Source: an optimization exercise on an open RTL-to-GDS flow (aim: small area). Production flows keep margins and buffers that such runs may drop. Where RTL was checked, it was by simulation tests only, not by an equivalence proof against the original. Power figures rest on the tool's default switching activity, not on a simulated workload.

== the previous run ==
// ate
module ate(clk,reset,pix_data,bin,threshold);
input clk;
input reset;
input [7:0] pix_data;
output reg bin;
output reg [7:0] threshold;
reg [7:0] buffer [63:0];
reg [5:0] count;    
reg [2:0] col;      
reg [7:0] nmax;        
reg [7:0] nmin;        
wire [7:0] max = ~nmax;
wire [7:0] min = ~nmin;
integer i;
function ge8;
	input [7:0] a;
	input [7:0] b;
	integer k;
	reg r;
	begin
		r = 1'b1;
		for (k = 0; k < 8; k = k + 1)
			r = (a[k] & ~b[k]) | ((a[k] | ~b[k]) & r);
		ge8 = r;
	end
endfunction
wire       low0     = ~|count[4:0];
wire       last     = low0 & ~count[5];
wire [2:0] col_next = last ? {col[1:0], ~col[2]} : col;
wire       act_next = ~col_next[0] | col_next[2];    
reg  [8:0] sum;      
reg        ncy;
reg  [7:0] nmx, nmn;
integer j;
always @(*) begin
	nmx = nmax;
	nmn = nmin;
	ncy = nmx[0] & nmn[0];
	sum[0] = 1'b0;
	for (j = 1; j < 8; j = j + 1) begin
		sum[j] = ~(nmx[j] ^ nmn[j] ^ ncy);
		ncy = (nmx[j] & nmn[j]) | (nmx[j] & ncy) | (nmn[j] & ncy);
	end
	sum[8] = ~ncy;
end
wire [7:0] thr_next = last ? (act_next ? sum[8:1] : 8'd0) : threshold;
always @(posedge clk) begin
	buffer[0] <= pix_data;
	for (i = 1; i < 64; i = i + 1)
		buffer[i] <= buffer[i-1];
	if (last | ~ge8(max, pix_data))
		nmax <= ~pix_data;
	if (last | ~ge8(pix_data, min))
		nmin <= ~pix_data;
end
always @(posedge reset or posedge clk) begin
	if (reset) begin
		count <= 6'd0;
		col <= 3'd0;
		threshold <= 8'd0;
		bin <= 1'b0;
	end
	else begin
		count <= {count[4:0], count[5] ^ count[4] ^ low0};
		col <= col_next;
		threshold <= thr_next;
		bin <= act_next & ge8(buffer[63], thr_next);
	end
end
endmodule
Size: about 660 cells after synthesis.
==> module ate, before the edit <==
module ate(clk,reset,pix_data,bin,threshold);
input clk;
input reset;
input [7:0] pix_data;
output reg bin;
output reg [7:0] threshold;
reg [7:0] buffer [63:0];
reg [5:0] count;    
reg [2:0] col;      
reg [7:0] nmax;        
reg [7:0] nmin;        
wire [7:0] max = ~nmax;
wire [7:0] min = ~nmin;
integer i;
function ge8;
	input [7:0] a;
	input [7:0] b;
	integer k;
	reg r;
	begin
		r = 1'b1;
		for (k = 0; k < 8; k = k + 1)
			r = (a[k] & ~b[k]) | ((a[k] | ~b[k]) & r);
		ge8 = r;
	end
endfunction
wire       low0     = ~|count[4:0];
wire       last     = low0 & ~count[5];
wire [2:0] col_next = last ? {col[1:0], ~col[2]} : col;
wire       act_next = ~col_next[0] | col_next[2];    
reg  [8:0] sum;      
reg        ncy;
reg  [7:0] nmx, nmn;
integer j;
always @(*) begin
	nmx = nmax;
	nmn = nmin;
	ncy = nmx[0] & nmn[0];
	sum[0] = 1'b0;
	for (j = 1; j < 8; j = j + 1) begin
		sum[j] = ~(nmx[j] ^ nmn[j] ^ ncy);
		ncy = (nmx[j] & nmn[j]) | (nmx[j] & ncy) | (nmn[j] & ncy);
	end
	sum[8] = ~ncy;
end
wire [7:0] thr_next = last ? (act_next ? sum[8:1] : 8'd0) : threshold;
always @(posedge clk) begin
	buffer[0] <= pix_data;
	for (i = 1; i < 64; i = i + 1)
		buffer[i] <= buffer[i-1];
	if (last | ~ge8(max, pix_data))
		nmax <= ~pix_data;
	if (last | ~ge8(pix_data, min))
		nmin <= ~pix_data;
end
always @(posedge reset or posedge clk) begin
	if (reset) begin
		count <= 6'd0;
		col <= 3'd0;
		threshold <= 8'd0;
		bin <= 1'b0;
	end
	else begin
		count <= {count[4:0], count[5] ^ count[4] ^ low0};
		col <= col_next;
		threshold <= thr_next;
		bin <= act_next & ge8(buffer[63], thr_next);
	end
end
endmodule
Settings: LEC_CHECK=0, CAP_MARGIN=20, CORE_MARGIN=2, CORE_UTILIZATION=45, SETUP_SLACK_MARGIN=0.15, SLEW_MARGIN=20; clock period 4.0 ns.
standard.sh (not shown) runs the stock make flow with config.mk's settings and CLKGATE_MAP_FILE= SYNTH_SCRIPT=/design/flow/synth_recipe.tcl, a recipe that flattens the netlist after the stock synthesis.
==> flow/flow/run.sh <==
#!/bin/bash
export CTS_ARGS="-sink_clustering_enable -repair_clock_nets -dont_use_dummy_load -buf_list sky130_fd_sc_hd__clkbuf_4 -sink_clustering_size 12 -sink_clustering_max_diameter 50"
export BUFFER_PORTS_ARGS="-buffer_cell sky130_fd_sc_hd__buf_1"
bash standard.sh > standard.log 2>&1
The previous run completed end to end; final checks failed (setup timing).
Setup changes, the previous run to the current run
==> flow/design.v <==
module ate(clk,reset,pix_data,bin,threshold);
input clk;
input reset;
input [7:0] pix_data;
output reg bin;
output reg [7:0] threshold;
reg [7:0] buffer [63:0];
reg [5:0] count;    
reg [2:0] col;      
reg [7:0] max;
reg [7:0] min;
integer i;
function ge8;
	input [7:0] a;
	input [7:0] b;
	integer k;
	reg r;
	begin
		r = 1'b1;
		for (k = 0; k < 8; k = k + 1)
			r = (a[k] & ~b[k]) | ((a[k] | ~b[k]) & r);
		ge8 = r;
	end
endfunction
wire       low0     = ~|count[4:0];
wire       last     = low0 & ~count[5];
wire [2:0] col_next = last ? {col[1:0], ~col[2]} : col;
wire       act_next = ~col_next[0] | col_next[2];    
reg  [8:0] sum;      
reg        cy;
integer j;
always @(*) begin
	cy = max[0] | min[0];
	sum[0] = 1'b0;
	for (j = 1; j < 8; j = j + 1) begin
		sum[j] = max[j] ^ min[j] ^ cy;
		cy = (max[j] & min[j]) | (max[j] & cy) | (min[j] & cy);
	end
	sum[8] = cy;
end
wire [7:0] thr_next = last ? (act_next ? sum[8:1] : 8'd0) : threshold;
always @(posedge clk) begin
	buffer[0] <= pix_data;
	for (i = 1; i < 64; i = i + 1)
		buffer[i] <= buffer[i-1];
	if (last | ~ge8(max, pix_data))
		max <= pix_data;
	if (last | ~ge8(pix_data, min))
		min <= pix_data;
end
always @(posedge reset or posedge clk) begin
	if (reset) begin
		count <= 6'd0;
		col <= 3'd0;
		threshold <= 8'd0;
		bin <= 1'b0;
	end
	else begin
		count <= {count[4:0], count[5] ^ count[4] ^ low0};
		col <= col_next;
		threshold <= thr_next;
		bin <= act_next & ge8(buffer[63], thr_next);
	end
end
endmodule
Notes after the runs:
Cmp the current run vs the previous run: global-route usage lower in the current run. In the reports for the current run and the previous run, the smaller proportion of total power due to net switching belongs to the current run. As of the current run, length of routed met3 wiring had fallen by more than 10% compared to the previous run. Compared with the previous run, the current run shows non-clock buffer count lower by 5. Between the current run and the previous run, it is the current run whose power is lower, by 0.87%. The previous run: complete, dirty (setup timing). The current run went all the way through the flow, and no timing, DRC or antenna check failed. The previous run -> the current run: maximum vdd ir drop decreased by more than 10%. The previous run ended up with more cell instances than the current run did. Diff the previous run -> the current run | aggregate routed wire length | decrease of about 3.2%. The current run vs. the previous run: routability-driven placement congestion ratio now sits lower, floorplan die area now sits lower, detailed placement HPWL now sits lower, synthesized cell count now sits lower. Complex-gate fraction of the synthesized area delta for the current run relative to the previous run: 1.1 points lower. When the final numbers for the current run and the previous run were put side by side, the power consumed by combinational cells turned out to be greater in the previous run.
Function not checked in the previous run: the RTL went through the layout flow alone.

==> static timing again, ports no longer ideal <==
Ports are ideal in the flow. The routed layouts listed here were re-timed in OpenROAD.
Step 1 sets driving cells, clkbuf_16 on the clock port and buf_2 on the other inputs (assumed; they add their load-dependent delay and slew).
Step 2 also shifts input and output timing later by t, the mid clock arrival at the registers, as if the neighbouring blocks saw the same clock.
Three values: ideal ports, drivers, drivers and shift; two values: the first two.
run | shift t [ns] | setup slack, ns | worst data-port slew with drivers (ns) | cell pins on the clock port's net
the previous run | 0.688 | -0.189 / -0.189 / -0.189 | 0.03 | 1
the current run | 0.701 | 0.136 / 0.136 / 0.136 | 0.03 | 1
